This is an optimization exercise on Yosys and OpenROAD, whose aim is small area, a short achievable clock period and few clock cycles per item, not a production implementation.
At most, simulation tests tie the RTL to the original design; equivalence was not proved.
No functional check of the RTL was part of runs 2 to 5.

[design.v]
module multiplier(
    input clk,
    input logic valid_in,
    input logic[31:0] a,
    input logic[31:0] b,
    output logic valid_out,
    output logic[63:0] r
);
    logic[31:0] mp, mp_next;
    logic[63:0] mc, mc_next;
    logic[63:0] acc, acc_next;
    logic[5:0] i, i_next;
    logic[3:0] mp_nibble;
    assign mp_nibble = mp[3:0];
    assign mp_next = ((valid_in ==1) ? a : ((i <= 7) ? mp>>4 : mp));
    assign mc_next = ((valid_in ==1) ? {32'b0, b} : ((i <= 7) ? mc<<4 : mc));
    assign acc_next = ((valid_in ==1) ? 0 : ((i <= 7) ? acc + mp_nibble * mc : acc));
    assign i_next = ((valid_in ==1) ? 0 : ((i <= 7) ? ((mp == 0) ? 8 : i + 1) : i));
    always_ff @(posedge clk) begin
        mp <= mp_next;
        mc <= mc_next;
        acc <= acc_next;
        i <= i_next;
        if (i_next==8) begin
            r <= acc_next;
            valid_out <= 1;
        end
        else begin
            r <= r;
            valid_out <= 0;
        end
    end
endmodule
[run.sh]
#!/bin/bash
# synth_recipe.tcl (not shown) runs the flow's synth.tcl, then flattens the netlist and writes it again
# the make line also repeats each setting of config.mk as NAME=value (left out here)
make -C /OpenROAD-flow-scripts/flow DESIGN_CONFIG=/design/flow/config.mk WORK_HOME=/design/flow/orfs CLKGATE_MAP_FILE= SYNTH_SCRIPT=/design/flow/synth_recipe.tcl finish
[config.mk]
export PLATFORM = sky130hd
export DESIGN_NAME = multiplier
export DESIGN_NICKNAME = multiplier
export VERILOG_FILES = /design/flow/design.v
export SDC_FILE = /design/flow/constraint.sdc
export NUM_CORES = 4
export LEC_CHECK = 0
export CAP_MARGIN = 20
export CORE_MARGIN = 2
export CORE_UTILIZATION = 40
export SLEW_MARGIN = 20
[constraint.sdc]
create_clock -name core_clock -period 8.0 [get_ports {clk}]
set_input_delay 1.6000 -clock core_clock [delete_from_list [all_inputs] [get_ports {clk}]]
set_output_delay 1.6000 -clock core_clock [all_outputs]
set_load 0.01 [all_outputs]
==> summary.txt, run 1 <==
status=complete, no violations; vias per cell=approximately 5.2; Netlist cell types=74; DR WL/cell=~18 um; Required @ worst endpoint=approximately 8300 ps; Area after DPL=0.0203 mm^2; Tmin final=6170 ps; initial antenna violation count=0; post-synth top area cell=edfxtp_1; # IOs=roughly 130; RSZ-0062 raised after global routing=false; Placer Congestion=approximately 0.85; most common cell after layout, fill and taps aside=inv_1; Starting DRT DRC Count=roughly 790; # hold bufs at CTS=0; row count=78; Sink Count=around 230; htree depth=1; CTS buffer count=28; CP max FO=35; Starting Density=0.407; global-route wire length before repair=78000 um; period utilisation layout=0.772; flops & latches, synth=between 200 and 250; filler cell count=roughly 4400; EDFF count, synth=between 100 and 150; maxcap violations=0; final setup margin=1830 ps; fmax=~160 MHz; vias in the first global route=14600; Main synth FF type=edfxtp_1; Die Span X=approximately 220 um; Setup TNS=0 ps; area of the multi-input gates=~0.011 mm^2; worst rel slew slack=0.293; port bufs=130; Hold Crit Class=reg2reg; largest net degree at the start of global routing=62; actual slew at the worst max-slew pin=~1100 ps; Seq/Total Area, Yosys=0.319; Post-CTS Setup Bufs=0; DRC=0; Pins Over Slew Limit=0; Worst Path Arrival=approximately 6500 ps; post-cts sizing count=0; Max Root-Sink Buffers=3; Critical Path Start Type=flip-flop; CTS tree=done; Post-synth ARST share=0; die height=around 220 um; Reg clk slew, reported paths=roughly 60 ps; CORE AREA=around 0.045 mm^2; critical path class=reg2reg; number of antenna repair diodes=0; DP HPWL=~35000 um; top cells by area, synth=edfxtp_1 21%, fa_1 20%, dfxtp_1 11%, and2_1 8.2%, inv_1 6.3%; ANT nets after route=0; Mapped Area=about 0.018 mm^2; full die area=0.0480 mm^2; pre-CTS WS=between 1500 and 2000 ps; layout cells sized above 1=0.0678; nets@finish=between 2000 and 2500; Hold Fails Final Rpt=0; Mapped Nets=between 2000 and 2500; drt pass-1 iters=5; Synth top area share=0.208; commonest cells after routing, fill and taps aside=307 x inv_1, 242 x and2_1, 209 x nand2_1; Worst Skew=around 15 ps; CTS Root Cell=clkbuf_16; Worst setup EP type=flip-flop; overall overflow remaining after global route=0; Tot GR Track Use=0.204; Synth warnings=1; Vias=13800; worst skew pair latency=580 ps; Synth-to-Final Area Change=14.7%; Post-Layout Inst Area=0.0212 mm^2; sequential cell area=0.00591 mm^2; Routed WL=~47000 um; Cells after Synth=1971; syn_area_per_cell=around 9.4 um^2; endpoints failing setup=0
## per-layer routing
layer | vias up | track usage | part of all wire
met5 | - | 0 | 0
met4 | 0 | 0.0671 | 0.034
met3 | 82 | 0.0291 | 0.047
met2 | 341 | 0.351 | 0.48
met1 | 6745 | 0.265 | 0.44
li1 | 6585 | - | -
## synthesized netlist by cell type (all sizes together), types with 5 or more instances
master / number
o21ai: 50
a21oi: 145
ha: 68
nor2b: 9
xor2: 20
o21bai: 11
xnor2: 25
nor4: 13
nor2: 65
nand3b: 5
o21a: 11
clkbuf: 92
a21o: 34
nor3: 20
a211oi: 10
buf: 10
and3: 5
o211ai: 9
a2111oi: 5
nand4: 34
o31ai: 5
and2: 242
or3: 5
inv: 308
dfxtp: 103
mux2: 57
nand3: 16
a31oi: 7
o22ai: 16
edfxtp: 128
nand2: 210
fa: 182
## metrics by stage
step           hold slack [ps]  utilization  instances
2_1_floorplan              437            -       1971
3_3_place_gp               446        0.446       2611
4_1_cts                    473        0.466       2664
6_report                   463        0.466       2664
5_1_grt                    482        0.466       2664
3_5_place_dp               463        0.446       2612
## sequential cells by signal, summed over array words and instances, names as in the netlist
| signal | cells |
|---|---|
| acc | 64 |
| i | 6 |
| mc | 64 |
| mp | 32 |
| r | 64 |
| valid_out | 1 |
## worst max-delay path, cell delays in order (launching register included)
cell,delay [ps]
edfxtp_1,950
buf_4,470
and2_1,220
fa_1,420
fa_1,510
inv_1,50
fa_1,480
inv_1,40
ha_1,350
a21oi_2,180
o21ai_0,130
a221oi_1,610
nor2_1,90
a211oi_1,300
o21ai_1,200
or2_1,320
a211oi_2,210
mux2_1,360
## worst paths after layout
check | depth (start not counted) | from | end | slack, ps
worst max-delay path | 17 | mp[1]$_DFFE_PP_ | r[63]$_DFFE_PP_ | 1830
worst min-delay path | 2 | mc[63]$_SDFFE_PP0N_ | mc[63]$_SDFFE_PP0N_ | 460
worst max register to register | 17 | mp[1]$_DFFE_PP_ | r[63]$_DFFE_PP_ | 1830
worst min register to register | 2 | mc[63]$_SDFFE_PP0N_ | mc[63]$_SDFFE_PP0N_ | 460
## area by class of cell
cell class / count / share of cell area
repair buffers: 143 / 0.0662
well taps: 600 / 0.0354
clock buffers: 40 / 0.0385
multi-input cells: 1329 / 0.521
flip-flops and latches: 231 / 0.278
inverters: 309 / 0.0547
clock inverters: 12 / 0.00531
## logic make-up after synthesis
| kind of cell | share of synthesized area |
|---|---|
| buffers and inverters | 0.0841 |
| DFF | 0.319 |
| and+or+nand+nor | 0.178 |
| xor gates and xnor gates | 0.0213 |
| AOI/OAI and AO/OA | 0.118 |
| adders and majority gates | 0.243 |
| muxes | 0.0358 |
Testbench counts, summed over its fixed seeds: cycles 119,980, items 16,000.
==> inputs of run 2 (changes only) <==
==> design.v (replaced) <==
module multiplier(
    input clk,
    input logic valid_in,
    input logic[31:0] a,
    input logic[31:0] b,
    output logic valid_out,
    output logic[63:0] r
);
    logic [31:0] A, B;
    logic v;
    always_ff @(posedge clk) begin
        if (valid_in) begin
            A <= a;
            B <= b;
            v <= 1'b1;
        end
    end
    assign valid_out = v;
    assign r = {32'b0, A} * {32'b0, B};
endmodule
==> run 2 against run 1 <==
  * Synthesized cell count is 91% higher
  * Final area is 110% higher
  * Non-clock buffer count is 512 higher
  * First-iteration DRC count is 68% higher
  * Hold slack better by 1100 ps
  * Flip-flop and latch count is 167 lower
  * Via count is 93% higher
  * Now fails the layout checks on negative setup slack
  * Critical path type is now reg2out
==> summary.txt, run 2 <==
Die Span X=301 um (+37%); Post-synth ARST share=0 (unchanged); Mapped Nets=4985 (+120%); most common cell after layout, fill and taps aside=inv_1; Required @ worst endpoint=6400 ps (-1920 ps); Max Root-Sink Buffers=2 (-1); top flop regs=A (32), B (32); Synth top area share=0.508 (+0.301); Setup TNS=-50360 ps (-50360 ps); Seq/Total Area, Yosys=0.0545 (-0.265); Starting Density=0.405 (-0.00131); Hold Crit Class=in2reg; Mapped Area=0.0353 mm^2 (+91%); full die area=0.0906 mm^2 (+89%); htree depth=3 (+2); ANT nets after route=0 (unchanged); DRC=0 (unchanged); layout cells sized above 1=0.219 (+0.151); port bufs=129 (-0.77%); largest net degree at the start of global routing=57 (-8.1%); final setup margin=-1520 ps (-3350 ps); CTS tree=done; Main synth FF type=edfxtp_1; vias per cell=4.95 (-4.1%); vias in the first global route=29300 (+100%); die height=301 um (+37%); CP max stage delay=640 ps (-310 ps); DR WL/cell=19.2 um (+8.8%); Reg clk slew, reported paths=90 ps (+30 ps); CTS buffer count=9 (-68%); period utilisation layout=1.19 (+0.418); RSZ-0062 raised after global routing=true; CORE AREA=0.0870 mm^2 (+91%); global-route wire length before repair=162000 um (+110%); Hold Fails Final Rpt=0 (unchanged); initial antenna violation count=1 (+1); flops & latches, synth=64 (-72%); filler cell count=8023 (+82%); commonest cells after routing, fill and taps aside=834 x inv_1, 820 x fa_1, 571 x and2_1; Worst Path Arrival=7920 ps (+1430 ps); drt pass-1 iters=5 (unchanged); Critical Path Start Type=flip-flop; worst rel slew slack=0.304 (+0.0113); Synth top cells by count=896 x fa_1, 863 x inv_1, 603 x and2_1, 478 x nand2_1, 263 x ha_1; syn_area_per_cell=9.38 um^2 (about the same); Netlist cell types=58 (-22%); slowest stage cell, crit path=fa_2; Sink Count=64 (-72%); row count=108 (+38%); Placer Congestion=0.897 (+5.5%); Cells after Synth=3760 (+91%); most crowded layer after global routing=met2; Post-Layout Inst Area=0.0440 mm^2 (+110%); DP HPWL=87000 um (+150%); GR Util met3=0.0177 (-0.0114); # IOs=131 (unchanged); Vias=26500 (+93%); Starting DRT DRC Count=1322 (+68%); nets@finish=5423 (+130%); layout check failures=negative setup slack; Worst setup EP type=primary output; number of antenna repair diodes=0 (unchanged); most frequent CP cell=fa_1; Tmin final=9520 ps (+3350 ps); top cells by area, synth=fa_1 51%, and2_1 11%, ha_1 9.3%, inv_1 9.2%, edfxtp_1 5.4%; Synth-to-Final Area Change=24.8%; CTS Root Cell=clkbuf_16; Routed WL=103000 um (+120%); Synth warnings=1 (unchanged); Area after DPL=0.0412 mm^2 (+100%); critical path cell sequence=buf_6 > buf_4 > buf_4 > nand2_1 > fa_1 > fa_1 > fa_1 > fa_2 > fa_1 > fa_2 > fa_1 > fa_1 > inv_2 > ha_4 > nand4_1 > or4_4 > or3_4 > a31oi_4 > buf_6 > a31o_4 > buf_6 > a21oi_2 > xnor2_1 > buf_2; maxcap violations=0 (unchanged); overall overflow remaining after global route=0 (unchanged); endpoints failing setup=51 (+51); status=failed layout checks; post-synth top area cell=fa_1; top-count cell post-synth=fa_1; fmax=105 MHz (-35%); EDFF count, synth=64 (-50%); Min Hold Slack=1560 ps (+1100 ps); actual slew at the worst max-slew pin=1040 ps (-13.0 ps); CP max FO=6 (-83%); met2 Usage GRT=0.440 (+0.0885); Pins Over Slew Limit=0 (unchanged); critical path class=reg2out; GR Util met1=0.277 (+0.0118); Tot GR Track Use=0.234 (+0.0300)
==> run 2: cell families (layout without fill, tap and decap cells) <==
logic type / Yosys count / in the layout / share of synthesized area
and+or+nand+nor: 1180 / 1180 / 0.174
adders and majority gates: 1159 / 1159 / 0.602
buffers and inverters: 1091 / 1534 / 0.117
AOI/OAI and AO/OA: 205 / 205 / 0.0384
DFF: 64 / 64 / 0.0545
xor gates and xnor gates: 59 / 59 / 0.0146
other: 1 / 1 / 0.000106
muxes: 1 / 1 / 0.000284
==> run 2: layout make-up <==
class                      instances  area (um^2)  share of cell area
clock buffer                       9          225             0.00511
timing repair buffer             655         6050               0.137
inverter                         863         3240              0.0736
clock inverter                     7          125             0.00284
sequential                        64         1920              0.0436
multi-input combinational       2605        31000               0.705
tap                             1155         1450              0.0328
==> run 2: path summary, 6_finish.rpt <==
path	slack [ps]	cells past startpoint	from	end
min	1560	1	valid_in	B[0]$_DFFE_PP_
max	-1520	24	A[8]$_DFFE_PP_	r[50]
==> run 2: stage by stage <==
| stage | utilization | setup slack [ps] | std cells |
|---|---|---|---|
| global route | 0.506 | -1740 | 5358 |
| floorplan | - | -577 | 3760 |
| detailed placement | 0.474 | -1600 | 5257 |
| CTS | 0.493 | -1510 | 5312 |
| finish | 0.506 | -1520 | 5358 |
| global placement | 0.474 | -1510 | 5257 |
==> run 2: repair_timing <==
| item | 4_1_cts | 5_1_grt |
|---|---|---|
| pin swaps | 156 | 191 |
| gates resized for setup | 472 | 200 |
| setup endpoints to repair | 55 | 55 |
| buffers inserted | 40 | 51 |
| gates cloned | 1 | 4 |
| hold buffers | 0 | 0 |
==> run 2: critical path: cells and delay by family (launching register included) <==
kind                       cells  cell delay (ps)
adders and majority gates      9             4460
and+or+nand+nor                4             1170
buffers and inverters          7              930
AOI/OAI and AO/OA              3              380
DFF                            1              360
xor gates and xnor gates       1              210
==> run 2: metal layers <==
layer	part of all wire	wire length, um	vias up
met4	0.044	4500	0
met3	0.030	3070	193
li1	-	-	11800
met2	0.55	56500	567
met1	0.38	38700	14000
met5	0	0	-
==> inputs of run 3 (changes only) <==
==> design.v (replaced) <==
module multiplier(
    input clk,
    input logic valid_in,
    input logic[31:0] a,
    input logic[31:0] b,
    output logic valid_out,
    output logic[63:0] r
);
    localparam int K  = 4;
    localparam int NC = 32 / K;
    localparam int CW = $clog2(NC + 1);
    logic [31:0] A, B;
    logic [63:0] acc;
    logic [CW-1:0] cnt;
    logic [NC-1:0] za, zb, pa, pb;
    logic [CW-1:0] na, nb;
    logic swap;
    always_comb begin
        for (int i = 0; i < NC; i++) begin
            za[i] = |a[i*K +: K];
            zb[i] = |b[i*K +: K];
        end
        pa[NC-1] = za[NC-1];
        pb[NC-1] = zb[NC-1];
        for (int i = NC - 2; i >= 0; i--) begin
            pa[i] = pa[i+1] | za[i];
            pb[i] = pb[i+1] | zb[i];
        end
        na = '0;
        nb = '0;
        for (int i = 0; i < NC; i++) begin
            na = na + CW'(pa[i]);
            nb = nb + CW'(pb[i]);
        end
        swap = |(pa & ~pb);
    end
    logic [K-1:0] chunk;
    assign chunk = A[(cnt - 1'b1) * K +: K];
    always_ff @(posedge clk) begin
        if (valid_in) begin
            A   <= swap ? b : a;
            B   <= swap ? a : b;
            cnt <= swap ? nb : na;
            acc <= '0;
        end else if (cnt != 0) begin
            acc <= (acc << K) + chunk * B;
            cnt <= cnt - 1'b1;
        end
    end
    assign valid_out = (cnt == 0);
    assign r = acc;
endmodule
==> run 3 against run 2 <==
  * The run now finishes clean
  * Routed wire length is 72% lower
  * Final area is 69% lower
  * Critical endpoint is now acc[54]$_SDFFE_PP0N_
==> summary.txt, run 3 <==
status=complete, no violations; Tot GR Track Use=0.194 (-0.0402); ANT nets after route=0 (unchanged); Mapped Nets=1428 (-71%); placed insts=1681 (-68%); commonest cells after routing, fill and taps aside=138 x inv_1, 129 x clkdlybuf4s50_1, 125 x and2_1; Synth warnings=1 (unchanged); DR WL met2=12700 um (-78%); Worst Setup SP=cnt[0]$_DFFE_PP_; DP HPWL=22400 um (-74%); Reg clk slew, reported paths=70 ps (-20 ps); Die Span X=174 um (-42%); Largest register FFs=64; worst rel slew slack=0.313 (+0.00870); maxcap violations=0 (unchanged); Required @ worst endpoint=8270 ps (+1870 ps); Synth-to-Final Area Change=19.3%; Post-Layout Inst Area=0.0138 mm^2 (-69%); actual slew at the worst max-slew pin=1030 ps (-13.0 ps); Netlist cell types=73 (+26%); CTS Root Cell=clkbuf_16; uppermost layer routed=met4; Synth top area share=0.177 (-0.332); CTS tree=done; Critical Path Start Type=flip-flop; row count=62 (-43%); Routed WL=28600 um (-72%); post-synth top area cell=edfxtp_1; fmax=141 MHz (+35%); global-route wire length before repair=46700 um (-71%); Hold Crit Class=reg2reg; worst r2r path cells=21; vias in the first global route=8693 (-70%); Cells after Synth=1211 (-68%); overall overflow remaining after global route=0 (unchanged); Area after DPL=0.0132 mm^2 (-68%); Placer Congestion=0.859 (-4.2%); critical path class=reg2reg; Post-CTS Setup Bufs=0 (-100%); # hold bufs at CTS=0 (unchanged); Worst Skew=13.6 ps; die height=174 um (-42%); port bufs=130 (+0.78%); M1 WL=14300 um (-63%); DRC=0 (unchanged); period utilisation layout=0.885 (-0.305); Cell Count, Final, Fillers Out=1713 (-68%); vias per cell=5.15 (+4.0%); EDFF count, synth=68 (+6.3%); number of antenna repair diodes=0 (unchanged); Seq/Total Area, Yosys=0.288 (+0.233); worst reg2reg startpoint=cnt[0]$_DFFE_PP_; # IOs=131 (unchanged); DR WL/cell=16.7 um (-13%); Setup TNS=0 ps (+50360 ps); top flop regs=acc (64), A (32), B (32); Worst Hold End=acc[13]$_SDFFE_PP0N_; Reg2Reg Setup Slack=roughly 900 ps; nets@finish=1533 (-72%); post-cts sizing count=0 (-100%); RSZ-0062 raised after global routing=false; Tmin final=7080 ps (-2440 ps); syn_area_per_cell=9.53 um^2 (+1.6%); layout cells sized above 1=0.0933 (-0.126); htree depth=4 (+1); final core occ=0.482 (-0.0237); Worst setup EP type=flip-flop; most common cell after layout, fill and taps aside=inv_1; CP max FO=32 (+26); Starting Density=0.404 (-0.00101); worst reg2reg endpoint=acc[54]$_SDFFE_PP0N_; CTS buffer count=17 (+8); Worst Path Arrival=7340 ps (-580 ps); Biggest register=acc; Starting DRT DRC Count=498 (-62%); top cells by area, synth=edfxtp_1 18%, fa_1 17%, dfxtp_1 11%, and2_1 6.8%, ha_1 5.9%; CORE AREA=0.0285 mm^2 (-67%); Mapped Area=0.0115 mm^2 (-67%); Sink Count=132 (+110%); Max Root-Sink Buffers=2 (unchanged); top-count cell post-synth=inv_1; met3 WL=1130 um (-63%); drt pass-1 iters=5 (unchanged); initial antenna violation count=0 (-1); Hold Fails Final Rpt=0 (unchanged); Vias=8821 (-67%); Post-synth ARST share=0 (unchanged); HP Start=acc[13]$_SDFFE_PP0N_; worst skew pair latency=about 430 ps; Main synth FF type=edfxtp_1; endpoints failing setup=0 (-100%); Synth top cells by count=138 x inv_1, 125 x and2_1, 97 x fa_1, 95 x nand2_1, 68 x edfxtp_1; Hold Crit Depth=2 (+1); flops & latches, synth=132 (+110%); largest net degree at the start of global routing=63 (+11%); Pins Over Slew Limit=0 (unchanged); full die area=0.0302 mm^2 (-67%)
[run 3: worst max-delay path, cell delays in order, from the launching register on]
cell	delay (ps)
edfxtp_1	590
inv_1	120
ha_1	600
mux4_2	560
a22oi_1	200
nor2_1	60
buf_4	230
and2_1	210
fa_1	510
fa_1	540
inv_1	50
fa_1	500
inv_1	40
ha_1	410
nand4_1	190
nor2_1	240
nand3_1	210
a211oi_1	500
o21ai_1	360
a2111oi_1	520
xnor2_1	170
o21ai_0	90
[run 3: final cells by class]
class / count / area (um^2)
fillers: 2756 / 14800
multi-input cells: 884 / 7450
flip-flops and latches: 132 / 3320
repair buffers: 141 / 1380
inverters: 140 / 526
well taps: 384 / 480
clock buffers: 17 / 425
clock inverters: 15 / 179
[run 3: worst max path at each step]
stage	endpoint	slack, ps
2_1_floorplan	acc[53]$_SDFFE_PP0N_	1360
3_3_place_gp	acc[54]$_SDFFE_PP0N_	1080
3_5_place_dp	acc[54]$_SDFFE_PP0N_	930
4_1_cts	acc[54]$_SDFFE_PP0N_	910
5_1_grt	acc[54]$_SDFFE_PP0N_	390
6_report	acc[54]$_SDFFE_PP0N_	920
[run 3: kinds of logic (layout without fill, tap and decap cells)]
logic type      after synthesis  count (layout)  synth area share
fa+ha+maj                   151             151             0.227
simple gates                393             393             0.180
mux                          72              72            0.0773
flops                       132             132             0.288
xor+xnor                     44              44            0.0334
buf+inv                     195             313            0.0674
compound gates              224             224             0.127
[run 3: metal layers]
metal | GRT usage | vias to the layer above
li1 | - | 4356
met1 | 0.286 | 4219
met2 | 0.298 | 213
met3 | 0.0241 | 33
met4 | 0.0609 | 0
met5 | 0 | -
[run 3: stage by stage]
stage / setup slack [ps] / hold slack [ps]
3_5_place_dp: 935 / 469
3_3_place_gp: 1080 / 458
4_1_cts: 912 / 478
6_report: 923 / 476
2_1_floorplan: 1360 / 488
5_1_grt: 392 / 509
==> inputs of run 4 (changes only) <==
--- a/design.v
+++ b/design.v
@@ -12,8 +12,10 @@
     logic [31:0] A, B;
     logic [63:0] acc;
     logic [CW-1:0] cnt;
+    logic [K-1:0] C;
     logic [NC-1:0] za, zb, pa, pb;
     logic [CW-1:0] na, nb;
+    logic [K-1:0] ta, tb;
     logic swap;
     always_comb begin
         for (int i = 0; i < NC; i++) begin
@@ -28,23 +30,38 @@
         end
         na = '0;
         nb = '0;
+        ta = '0;
+        tb = '0;
         for (int i = 0; i < NC; i++) begin
             na = na + CW'(pa[i]);
             nb = nb + CW'(pb[i]);
+            if (i == NC - 1) begin
+                ta = ta | a[i*K +: K];
+                tb = tb | b[i*K +: K];
+            end else begin
+                ta = ta | (a[i*K +: K] & {K{~pa[i+1]}});
+                tb = tb | (b[i*K +: K] & {K{~pb[i+1]}});
+            end
         end
         swap = |(pa & ~pb);
     end
-    logic [K-1:0] chunk;
-    assign chunk = A[(cnt - 1'b1) * K +: K];
+    logic [K-1:0] nxt;
+    always_comb begin
+        nxt = '0;
+        for (int i = 0; i < NC - 1; i++)
+            if (cnt == CW'(i + 2)) nxt = A[i*K +: K];
+    end
     always_ff @(posedge clk) begin
         if (valid_in) begin
             A   <= swap ? b : a;
             B   <= swap ? a : b;
             cnt <= swap ? nb : na;
+            C   <= swap ? tb : ta;
             acc <= '0;
         end else if (cnt != 0) begin
-            acc <= (acc << K) + chunk * B;
+            acc <= (acc << K) + C * B;
             cnt <= cnt - 1'b1;
+            C   <= nxt;
         end
     end
     assign valid_out = (cnt == 0);
==> run 4 against run 3 <==
  * Maximum frequency increased by 11%
  * Routed wire length up 13%
  * Die area increased by 3.7%
  * Still clean
  * Highest routed layer unchanged
  * Register-to-register slack gained 1100 ps
  * Via count increased by 12%
  * Critical path type is now in2reg
==> summary.txt, run 4 <==
compound-cell area share of the yosys netlist=0.155 (+0.0280); drt pass-1 iters=4 (-1); Hold Crit Depth=2 (unchanged); Hold Fails Final Rpt=0 (unchanged); Main synth FF type=edfxtp_1; ANT nets after route=0 (unchanged); Seq/Total Area, Yosys=0.277 (-0.0106); Worst setup EP type=flip-flop; Biggest register=acc; Synth Area in XOR/XNOR=0.0270 (-0.00634); top cells by area, synth=edfxtp_1 17%, fa_1 16%, dfxtp_1 11%, and2_1 6.7%, ha_1 5.8%; Post-CTS Setup Bufs=0 (unchanged); Synth warnings=1 (unchanged); CTS tree=done; top flop regs=acc (64), B (32), A (28); port bufs=130 (unchanged); most common cell after layout, fill and taps aside=inv_1; largest family of logic cells by synthesized area=adder cells; Synth-to-Final Area Change=19.0%; full die area=0.0314 mm^2 (+3.7%); Die Span X=177 um (+1.8%); Netlist cell types=62 (-15%); htree depth=4 (unchanged); period utilisation layout=0.797 (-0.0875); Required @ worst endpoint=8280 ps (about the same); CTS Root Cell=clkbuf_16; Routed WL=32500 um (+13%); endpoints failing setup=0 (unchanged); RSZ-0062 raised after global routing=false; initial antenna violation count=0 (unchanged); Setup TNS=0 ps (unchanged); flops & latches, synth=132 (unchanged); vias in the first global route=9892 (+14%); DRC=0 (unchanged); Cells after Synth=1338 (+10%); Starting Density=0.406 (+0.00109); worst rel slew slack=0.306 (-0.00641); Synth top area share=0.170 (-0.00652); Largest register FFs=64 (unchanged); EDFF count, synth=68 (unchanged); commonest cells after routing, fill and taps aside=172 x inv_1, 129 x and2_1, 129 x clkdlybuf4s50_1; worst skew pair latency=440 ps (about the same); CP max FO=9 (-72%); Tot GR Track Use=0.216 (+0.0216); largest net degree at the start of global routing=82 (+30%); # IOs=131 (unchanged); Tmin final=6380 ps (-700 ps); Hold Crit Class=reg2reg; Vias=9885 (+12%); # hold bufs at CTS=0 (unchanged); post-synth top area cell=edfxtp_1; die height=177 um (+1.8%); DR WL/cell=17.7 um (+5.8%); critical path class=in2reg; nets@finish=1654 (+7.9%); DP HPWL=25000 um (+12%); Reg clk slew, reported paths=60 ps (about the same); Placer Congestion=0.946 (+10%); overall overflow remaining after global route=0 (unchanged); Adder-Cell Fraction of Synth Area=0.220 (-0.00627); Worst Skew=7.55 ps (-6.07 ps); Critical Path Start Type=primary input; fmax=157 MHz (+11%); final setup margin=1620 ps (+700 ps); global-route wire length before repair=53300 um (+14%); post-synthesis mux area share=0.0611 (-0.0162); row count=63 (+1.6%); CORE AREA=0.0296 mm^2 (+3.5%); Mapped Nets=1557 (+9.0%); pre-CTS WS=1230 ps (+297 ps); Sink Count=132 (unchanged); Mapped Area=0.0120 mm^2 (+3.8%); CTS buffer count=17 (unchanged); layout cells sized above 1=0.0691 (-0.0242); maxcap violations=0 (unchanged); Post-synth ARST share=0 (unchanged); Synth top cells by count=172 x inv_1, 129 x and2_1, 109 x nand2_1, 99 x a21oi_1, 97 x fa_1; number of antenna repair diodes=0 (unchanged); vias per cell=5.38 (+4.4%); syn_area_per_cell=8.96 um^2 (-6.0%); Max Root-Sink Buffers=2 (unchanged); Post-Synth Simple-Gate Area=0.185 (+0.00432); post-cts sizing count=0 (unchanged); status=complete, no violations; worst r2r path cells=15 (-29%); top-count cell post-synth=inv_1; Worst Path Arrival=6660 ps (-680 ps); Pins Over Slew Limit=0 (unchanged); actual slew at the worst max-slew pin=1040 ps (+9.61 ps); Starting DRT DRC Count=695 (+40%)
## run 4: changes by cell type after synthesis, sizes merged, moves of 9 or more
cell    change
nand2      +13
clkbuf     +12
inv        +34
nor3       +19
and3       +10
nor2       -21
a21o        +9
a21oi      +40
a31oi      +22
## run 4: cells by family after synthesis
family                   after synthesis
AND/OR/NAND/NOR                      415
buffers and inverters                234
XOR/XNOR                              37
adder cells (fa/ha/maj)              153
multiplexers                          66
AO/OA/AOI/OAI                        301
flip-flops                           132
## run 4: critical path, stage by stage
cell and delay (ps):
clkdlybuf4s50_1 460, or4_1 700, or4_4 620, inv_2 90, nand2_1 60, or3_1 500, nor3_1 250, ha_1 270
inv_1 70, fa_1 420, fa_1 490, inv_1 40, ha_1 190, inv_1 90, fa_1 420, mux2_2 270
mux2i_1 130
## run 4: path summary, 6_finish.rpt
kind	start	endpoint	slack (ps)
max reg2reg	C[2]$_DFFE_PP_	acc[40]$_SDFFE_PP0N_	2060
max	b[29]	cnt[1]$_DFFE_PP_	1620
min reg2reg	acc[8]$_SDFFE_PP0N_	acc[8]$_SDFFE_PP0N_	470
min	acc[8]$_SDFFE_PP0N_	acc[8]$_SDFFE_PP0N_	470
## run 4: per-stage QoR
stage | hold WS [ps] | instance area [um^2] | std cells | util
after floorplan | 488 | 12000 | 1338 | -
after global placement | 458 | 13600 | 1806 | 0.460
after global routing | 499 | 14300 | 1838 | 0.483
after CTS | 472 | 14300 | 1838 | 0.483
final | 468 | 14300 | 1838 | 0.483
after detailed placement | 463 | 13600 | 1806 | 0.460
## run 4: cell type report
| type | instances | area, um^2 |
|---|---|---|
| Clock buffer | 19 | 433 |
| Clock inverter | 13 | 229 |
| Fill cell | 2835 | 15300 |
| Inverter | 175 | 657 |
| Multi-Input combinational cell | 972 | 7770 |
| Sequential cell | 132 | 3320 |
| Tap cell | 390 | 488 |
| Timing Repair Buffer | 137 | 1360 |
## run 4: per-layer routing
layer | global-route usage | share of wire | routed length [um]
met4 | 0.0682 | 0.021 | 687
met2 | 0.334 | 0.44 | 14400
met3 | 0.0335 | 0.047 | 1530
met5 | 0 | 0 | 0
met1 | 0.309 | 0.49 | 15900
==> inputs of run 5 (changes only) <==
--- a/config.mk
+++ b/config.mk
@@ -5,7 +5,9 @@
 export SDC_FILE = /design/flow/constraint.sdc
 export NUM_CORES = 4
 export LEC_CHECK = 0
+export ABC_CLOCK_PERIOD_IN_PS = 3500
 export CAP_MARGIN = 20
 export CORE_MARGIN = 2
-export CORE_UTILIZATION = 40
+export CORE_UTILIZATION = 60
+export SETUP_SLACK_MARGIN = 4.5
 export SLEW_MARGIN = 20
==> run 5 against run 4 <==
  * Core utilization rose by 39 points
  * Via count grew 26%
  * Hold slack better by 3.9 ps
  * Flip-flop and latch count unchanged
  * Still clean on timing, DRC and antenna
==> summary.txt, run 5 <==
Reg clk slew, reported paths=70 ps (about the same); endpoints failing setup=0 (unchanged); Post-synth ARST share=0 (unchanged); DR WL met2=21200 um (+47%); EDFF count, synth=68 (unchanged); Required @ worst endpoint=8280 ps (about the same); row count=51 (-19%); M1 WL=16500 um (+4.1%); Synth top area share=0.170 (unchanged); RSZ-0062 raised after global routing=true; commonest cells after routing, fill and taps aside=157 x inv_1, 114 x and2_1, 103 x nand2_1; Placer Congestion=0.959 (+1.4%); Tot GR Track Use=0.377 (+0.161); worst reg2reg startpoint=C[3]$_DFFE_PP_; ANT nets after route=0 (unchanged); post-synth top area cell=edfxtp_1; CTS Root Cell=clkbuf_16; most common cell after layout, fill and taps aside=inv_1; drt pass-1 iters=14 (+10); Synth warnings=1 (unchanged); worst r2r path cells=20 (+5); DRC=0 (unchanged); Max Root-Sink Buffers=2 (unchanged); Starting DRT DRC Count=1360 (+96%); Cells after Synth=1338 (unchanged); CORE AREA=0.0195 mm^2 (-34%); Seq/Total Area, Yosys=0.277 (unchanged); Synth-to-Final Area Change=42.0%; Pins Over Slew Limit=0 (unchanged); Worst Setup SP=a[31]; Starting Density=0.614 (+0.208); Setup TNS=0 ps (unchanged); full die area=0.0211 mm^2 (-33%); top cells by area, synth=edfxtp_1 17%, fa_1 16%, dfxtp_1 11%, and2_1 6.7%, ha_1 5.8%; Sink Count=132 (unchanged); met3 WL=4890 um (+220%); number of antenna repair diodes=0 (unchanged); status=complete, no violations; # IOs=131 (unchanged); DR WL/cell=24.4 um (+38%); initial antenna violation count=0 (unchanged); largest net degree at the start of global routing=84 (+2.4%); Worst Skew=14.3 ps (+6.78 ps); Vias=12400 (+26%); maxcap violations=0 (unchanged); htree depth=4 (unchanged); Hold Crit Class=reg2reg; Tmin final=5630 ps (-753 ps); Worst Path Arrival=5910 ps (-750 ps); Biggest register=acc; Mapped Nets=1557 (unchanged); CP max FO=3 (-6); Die Span X=145 um (-18%); Largest register FFs=64 (unchanged); final core occ=0.872 (+0.389); global-route wire length before repair=63300 um (+19%); worst setup path endpoint=cnt[1]$_DFFE_PP_; die height=145 um (-18%); CTS tree=done; worst skew pair latency=440 ps (about the same); Mapped Area=0.0120 mm^2 (unchanged); period utilisation layout=0.703 (-0.0941); Worst setup EP type=flip-flop; top flop regs=acc (64), B (32), A (28); Critical Path Start Type=primary input; Main synth FF type=edfxtp_1; uppermost layer routed=met4; port bufs=130 (unchanged); Netlist cell types=62 (unchanged); CTS buffer count=17 (unchanged); Routed WL=45500 um (+40%); flops & latches, synth=132 (unchanged); Reg2Reg Setup Slack=2930 ps (+870 ps); critical path class=in2reg; fmax=178 MHz (+13%); top-count cell post-synth=inv_1; layout cells sized above 1=0.291 (+0.222); Synth top cells by count=172 x inv_1, 129 x and2_1, 109 x nand2_1, 99 x a21oi_1, 97 x fa_1; worst rel slew slack=0.198 (-0.108); Hold Fails Final Rpt=0 (unchanged); worst reg2reg endpoint=acc[59]$_SDFFE_PP0N_; overall overflow remaining after global route=0 (unchanged); DP HPWL=25100 um (+0.70%); vias per cell=6.69 (+24%); actual slew at the worst max-slew pin=1200 ps (+158 ps); nets@finish=1802 (+8.9%); syn_area_per_cell=8.96 um^2 (unchanged); filler cell count=937 (-67%); vias in the first global route=11800 (+19%)
## run 5: cell types whose count changed in the layout (fill, tap and decap cells not counted), moves of 13 or more
| cell | delta |
|---|---|
| ha_1 | -30 |
| and2_4 | +15 |
| clkdlybuf4s50_1 | -27 |
| buf_4 | +84 |
| o21ai_0 | -24 |
| a31oi_1 | -14 |
| o21ai_1 | +13 |
| buf_6 | +44 |
| ha_4 | +28 |
| inv_1 | -15 |
| a211oi_1 | -15 |
| a21oi_2 | +19 |
| and2_1 | -15 |
| a21oi_1 | -25 |
## run 5: through the flow
step / cells / area, um^2 / hold WS [ps] / setup slack, ps
2_1_floorplan: 1338 / 12600 / 488 / 2140
3_3_place_gp: 1683 / 13900 / 456 / 1480
3_5_place_dp: 1683 / 13900 / 466 / 1420
4_1_cts: 1820 / 16200 / 476 / 2530
5_1_grt: 1861 / 17000 / 516 / 2240
6_report: 1861 / 17000 / 472 / 2370
## run 5: layout make-up
class                   instances  area, um^2  share of cell area
repair buffers                283        2890               0.170
flip-flops and latches        132        3320               0.195
clock inverters                15         183              0.0107
multi-input cells             974        9190               0.540
inverters                     175         673              0.0396
well taps                     265         332              0.0195
clock buffers                  17         425              0.0250
## run 5: repair_timing
item	in CTS	in global routing
gates resized for setup	225	109
gates cloned	9	6
pin swaps	106	71
hold buffers	0	0
endpoints found under the setup margin	137	135
setup buffers	96	35
## run 5: worst min path at each step
stage	startpoint	endpoint	slack (ps)	cells after the start
2_1_floorplan	acc[32]$_SDFFE_PP0N_	acc[32]$_SDFFE_PP0N_	490	2
3_3_place_gp	acc[20]$_SDFFE_PP0N_	acc[20]$_SDFFE_PP0N_	460	2
3_5_place_dp	acc[8]$_SDFFE_PP0N_	acc[8]$_SDFFE_PP0N_	470	2
4_1_cts	acc[8]$_SDFFE_PP0N_	acc[8]$_SDFFE_PP0N_	480	2
5_1_grt	acc[19]$_SDFFE_PP0N_	acc[19]$_SDFFE_PP0N_	520	2
6_report	acc[8]$_SDFFE_PP0N_	acc[8]$_SDFFE_PP0N_	470	2
## run 5: layer usage
layer	global-route usage	vias up
met5	0	-
met4	0.161	0
met3	0.0871	258
met2	0.611	1065
met1	0.488	5994
li1	-	5126
## run 5: kinds of logic (layout without fill, tap and decap cells)
logic type / Yosys count / count (layout) / share of synthesized area
multiplexers: 66 / 66 / 0.0611
buffers and inverters: 234 / 490 / 0.0745
AO/OA/AOI/OAI: 301 / 302 / 0.155
flip-flops: 132 / 132 / 0.277
XOR/XNOR: 37 / 37 / 0.0270
adder cells (fa/ha/maj): 153 / 153 / 0.220
AND/OR/NAND/NOR: 415 / 416 / 0.185
## run 5: critical path: stages
cell and delay [ps]:
dlygate4sd2_1 290, or4_4 590, inv_4 110, and4_4 240
and2_4 160, inv_1 90, nor2_2 190, nand2_2 100
nor2_2 130, ha_1 250, inv_1 80, fa_1 440
fa_1 490, inv_1 40, ha_1 200, inv_1 80
fa_1 420, mux2_4 270, mux2i_1 130

==> what the ideal ports hide <==
How much do the figures lean on ideal ports? The routed layouts below were timed once more, with nothing changed but the port constraints. Step 1, drivers: a clkbuf_16 drives clk and a buf_2 each remaining input, both assumed. Step 2 adds t to the input delays and takes it off the output delays; t is the mean of the earliest and latest rising clock arrival at the registers after step 1. Input paths then give back, and output paths get back, about the clock's delay inside the block. a / b / c = ideal ports / drivers / drivers and shift; a / b = the first two.
run	t (ns)	slack for setup (ns)	worst setup path at the end	latest minus earliest clock arrival (ns)	pins driven straight from the clock port
run 1	0.625	1.827 / 1.827 / 1.827	register to register	0.015 / 0.015	1
run 2	0.461	-1.520 / -1.581 / -1.120	register to output	0.029 / 0.029	1
run 3	0.474	0.923 / 0.923 / 0.923	register to register	0.014 / 0.014	1
run 4	0.487	1.622 / 1.655 / 1.168	input to register	0.007 / 0.008	1
run 5	0.487	2.375 / 2.408 / 1.921	input to register	0.014 / 0.015	1
